This design comes from an exercise in tuning for small area on the open sky130 flow, not from production work. In this exercise RTL edits were held to simulation tests only and were not proved equivalent to the original. Power and IR drop assume default switching activity.

// alu_6_bit
module alu_6_bit(
  input         CLK_I,
  input         RST_N_I,
  input  [5:0]  DATA_IN_1_I,
  input  [5:0]  DATA_IN_2_I,
  input  [5:0]  CONTROL_I,
  input         EN_I,
  output [11:0] DATA_OUT_O,
  output        DONE_O,
  output        BUSY_O
);
Settings: LEC_CHECK=0, ABC_AREA=1, CAP_MARGIN=20, CORE_MARGIN=2, CORE_UTILIZATION=70, SLEW_MARGIN=20; clock period 10.0 ns.
standard.sh (not shown) runs the stock make flow with config.mk's settings and CLKGATE_MAP_FILE= SYNTH_SCRIPT=/design/flow/synth_recipe.tcl, a recipe that flattens the netlist after the stock synthesis.
==> flow/flow/run.sh <==
#!/bin/bash
# Layout flow: the standard synthesis, then the combinational cells are
# re-mapped for area with yosys/abc (registers and adder cells are kept with
# their names and cell types) and the result is proven equivalent to the
# standard netlist, then the standard layout from floorplan on, with plain
# buffers (buf_1) on the ports. Each tool's output goes to its own log file in
# this folder.
set -euo pipefail
here=$(pwd)
export BUFFER_PORTS_ARGS="-buffer_cell sky130_fd_sc_hd__buf_1"
bash standard.sh synth > log_synth.txt 2>&1

res=$(ls -d "$here"/orfs/results/*/alu_6_bit/base)
lib=$FLOW_HOME/platforms/$FLOW_PLATFORM/lib/sky130_fd_sc_hd__tt_025C_1v80.lib
cp "$res/1_2_yosys.v" "$here/std_1_2_yosys.v"
python3 "$here/flow/mkmap.py" "$lib" "$here/comb_map.v" > log_mkmap.txt 2>&1
dontuse=$(sed -n '/DONT_USE_CELLS/,/^$/p' "$FLOW_HOME/platforms/$FLOW_PLATFORM/config.mk" | grep -o 'sky130_fd_sc_hd__[a-z0-9_]*' | sed 's/^/-dont_use /' | tr '\n' ' ')
for f in resyn equiv; do
  sed -e "s|{LIB}|$lib|g" -e "s|{NET}|$here/std_1_2_yosys.v|" -e "s|{TOP}|$FLOW_TOP|g" \
      -e "s|{MAP}|$here/comb_map.v|" -e "s|{SEQ}|$here/flow/cells_seq.v|" -e "s|{DONTUSE}|$dontuse|" \
      -e "s|{ABC}|$here/flow/resyn.abc|" -e "s|{STAT}|$here/resyn_stat.txt|" \
      -e "s|{OUT}|$here/resyn_1_2_yosys.v|" "$here/flow/$f.ys" > "$here/${f}_run.ys"
done
if yosys -s "$here/resyn_run.ys" > log_resyn.txt 2>&1 && [[ -s "$here/resyn_1_2_yosys.v" ]] &&
   timeout 1200 yosys -s "$here/equiv_run.ys" > log_equiv.txt 2>&1; then
  cp "$here/resyn_1_2_yosys.v" "$res/1_2_yosys.v"
  rm -f "$res/1_synth.odb" "$res/1_synth.sdc"
  echo "re-mapped netlist proven equivalent and used" > log_choice.txt
else
  echo "re-mapping failed or not proven, keeping the standard netlist" > log_choice.txt
fi
bash standard.sh > log_layout.txt 2>&1
Other scripts of this flow, unchanged in this note and not shown: flow/flow/cells_seq.v, flow/flow/equiv.ys, flow/flow/mkmap.py, flow/flow/resyn.abc, flow/flow/resyn.ys
Next try:
CORE_UTILIZATION = 55   (was 70)
The changed run finished clean.
Hold slack loses 0.0045 ns.
Clock skew barely changes.
Final area went down by 0.50%.
Wire length fell by 4.1%.
Critical path depth falls by 3.
Global-route usage is lower by 6.3 points.
Synthesized cell count is unchanged.
Setup slack improves by 0.046 ns.

---

Another version of the RTL of alu_6_bit (not shown whole).
For scale: roughly 370 cells after synthesis.
## alu_6_bit
module alu_6_bit(
  input         CLK_I,
  input         RST_N_I,
  input  [5:0]  DATA_IN_1_I,
  input  [5:0]  DATA_IN_2_I,
  input  [5:0]  CONTROL_I,
  input         EN_I,
  output [11:0] DATA_OUT_O,
  output        DONE_O,
  output        BUSY_O
);
==> flow/config.mk <==
export PLATFORM = sky130hd
export DESIGN_NAME = alu_6_bit
export DESIGN_NICKNAME = alu_6_bit
export VERILOG_FILES = /design/flow/design.v
export SDC_FILE = /design/flow/constraint.sdc
export NUM_CORES = 4
export LEC_CHECK = 0
export ABC_AREA = 1
export CAP_MARGIN = 0
export CORE_MARGIN = 2
export CORE_UTILIZATION = 40
export GPL_TIMING_DRIVEN = 0
export SLEW_MARGIN = 0
==> flow/constraint.sdc <==
create_clock -name core_clock -period 10.0 [get_ports {CLK_I}]
set_input_delay 2.0000 -clock core_clock [delete_from_list [all_inputs] [get_ports {CLK_I}]]
set_output_delay 2.0000 -clock core_clock [all_outputs]
set_load 0.01 [all_outputs]
==> flow/flow/run.sh <==
#!/bin/bash
# Layout flow: the standard synthesis; then the combinational cells are
# re-mapped for area with yosys/abc in a few variants (registers keep their
# cells and names), the smallest variant is proven equivalent to the standard
# netlist and replaces it; then the standard layout from floorplan on,
# with plain buffers (buf_1) on the ports and a clock tree without dummy
# loads. Each tool's output goes to its own log file in this folder.
set -euo pipefail
here=$(pwd)
export BUFFER_PORTS_ARGS="-buffer_cell sky130_fd_sc_hd__buf_1"
export CTS_ARGS="-root_buf sky130_fd_sc_hd__clkbuf_8 -buf_list sky130_fd_sc_hd__clkbuf_8 -dont_use_dummy_load -repair_clock_nets"
bash standard.sh synth > log_synth.txt 2>&1

res=$(ls -d "$here"/orfs/results/*/alu_6_bit/base)
lib=$FLOW_HOME/platforms/$FLOW_PLATFORM/lib/sky130_fd_sc_hd__tt_025C_1v80.lib
cp "$res/1_2_yosys.v" "$here/std_1_2_yosys.v"
python3 "$here/flow/mkmap.py" "$lib" "$here/comb_map.v" > log_mkmap.txt 2>&1
dontuse=$(sed -n '/DONT_USE_CELLS/,/^$/p' "$FLOW_HOME/platforms/$FLOW_PLATFORM/config.mk" | grep -o 'sky130_fd_sc_hd__[a-z0-9_]*' | sed 's/^/-dont_use /' | tr '\n' ' ')
fill() {  # fill TEMPLATE OUT VARIANT EXTRAMAP
  sed -e "s|{LIB}|$lib|g" -e "s|{NET}|$here/std_1_2_yosys.v|" -e "s|{TOP}|$FLOW_TOP|g" \
      -e "s|{MAP}|$here/comb_map.v|" -e "s|{EXTRAMAP}|$4|" -e "s|{SEQ}|$here/flow/cells_seq.v|" \
      -e "s|{DONTUSE}|$dontuse|" -e "s|{ABC}|$here/flow/resyn.abc|" \
      -e "s|{STAT}|$here/resyn_$3_stat.txt|" -e "s|{OUT}|$here/resyn_$3.v|" "$1" > "$2"
}
fill "$here/flow/resyn.ys" "$here/resyn_keep.ys" keep ""
fill "$here/flow/resyn.ys" "$here/resyn_ha.ys" ha "-map $here/flow/cells_ha.v"
fill "$here/flow/resyn.ys" "$here/resyn_all.ys" all "-map $here/flow/cells_adders.v"
for v in keep ha all; do
  ( yosys -s "$here/resyn_$v.ys" > "log_resyn_$v.txt" 2>&1 || rm -f "$here/resyn_$v.v" ) &
done
wait
best=""; best_area=""
for v in keep ha all; do
  [[ -s "$here/resyn_$v.v" && -s "$here/resyn_${v}_stat.txt" ]] || continue
  a=$(grep 'Chip area' "$here/resyn_${v}_stat.txt" | awk '{print $NF}')
  echo "$v $a" >> log_choice.txt
  if [[ -z "$best" ]] || awk -v x="$a" -v y="$best_area" 'BEGIN{exit !(x<y)}'; then best=$v; best_area=$a; fi
done
if [[ -n "$best" ]]; then
  fill "$here/flow/equiv.ys" "$here/equiv_run.ys" "$best" ""
  if timeout 1200 yosys -s "$here/equiv_run.ys" > log_equiv.txt 2>&1; then
    cp "$here/resyn_$best.v" "$res/1_2_yosys.v"
    rm -f "$res/1_synth.odb" "$res/1_synth.sdc"
    echo "used $best ($best_area), proven equivalent" >> log_choice.txt
  else
    echo "$best not proven equivalent, keeping the standard netlist" >> log_choice.txt
  fi
else
  echo "re-mapping failed, keeping the standard netlist" >> log_choice.txt
fi
bash standard.sh > log_layout.txt 2>&1
Other scripts of this flow, unchanged in this note and not shown: flow/flow/cells_adders.v, flow/flow/cells_ha.v, flow/flow/cells_seq.v, flow/flow/equiv.ys, flow/flow/mkmap.py, flow/flow/resyn.abc, flow/flow/resyn.ys
Rerun with:
--- a/flow/flow/run.sh
+++ b/flow/flow/run.sh
@@ -10,3 +10,3 @@
 export BUFFER_PORTS_ARGS="-buffer_cell sky130_fd_sc_hd__buf_1"
-export CTS_ARGS="-root_buf sky130_fd_sc_hd__clkbuf_8 -buf_list sky130_fd_sc_hd__clkbuf_8 -dont_use_dummy_load -repair_clock_nets"
+export CTS_ARGS="-root_buf sky130_fd_sc_hd__clkbuf_4 -buf_list sky130_fd_sc_hd__clkbuf_4 -dont_use_dummy_load -repair_clock_nets"
 bash standard.sh synth > log_synth.txt 2>&1
--- a/flow/config.mk
+++ b/flow/config.mk
@@ -10,3 +10,3 @@
 export CORE_MARGIN = 2
-export CORE_UTILIZATION = 40
+export CORE_UTILIZATION = 55
 export GPL_TIMING_DRIVEN = 0
=> Critical path depth does not change; routed wire length is lower by 5.9%; combinational power came out higher by about 1%; core utilization climbs by 17 points; clock skew is higher by 0.012 ns; power shrinks by 3.3%; hold slack improves by 0.013 ns; fmax went down by 1.7%.

## what the ideal ports hide
The results above use ideal ports. As a check the final layouts listed here were re-extracted and re-timed, cells and wires unchanged. Step 1 sets driving cells, clkbuf_16 on the clock port and buf_2 on the other inputs (assumed; they add their load-dependent delay and slew). Step 2 times the ports against the registers' clock, not the clock port: input delays grow and output delays shrink by t, the midpoint of the rising clock arrivals with the driver on. Slacks: ideal ports / drivers / drivers and shift; pairs: ideal ports / drivers.
run | t (ns) | slack for setup (ns) | pins driven straight from the clock port
the first run of note 1 | 0.288 | 0.540 / 0.544 / 0.256 | 1
the second run of note 1 | 0.289 | 0.587 / 0.591 / 0.302 | 1
the first run of note 2 | 0.310 | 0.718 / 0.718 / 0.718 | 1
the second run of note 2 | 0.356 | 0.560 / 0.560 / 0.560 | 1
After both steps every run listed still meets setup and hold. The setup slack of the second run of note 1, which loses most, moves by +0.004 ns with the drivers and by -0.285 ns with both steps.
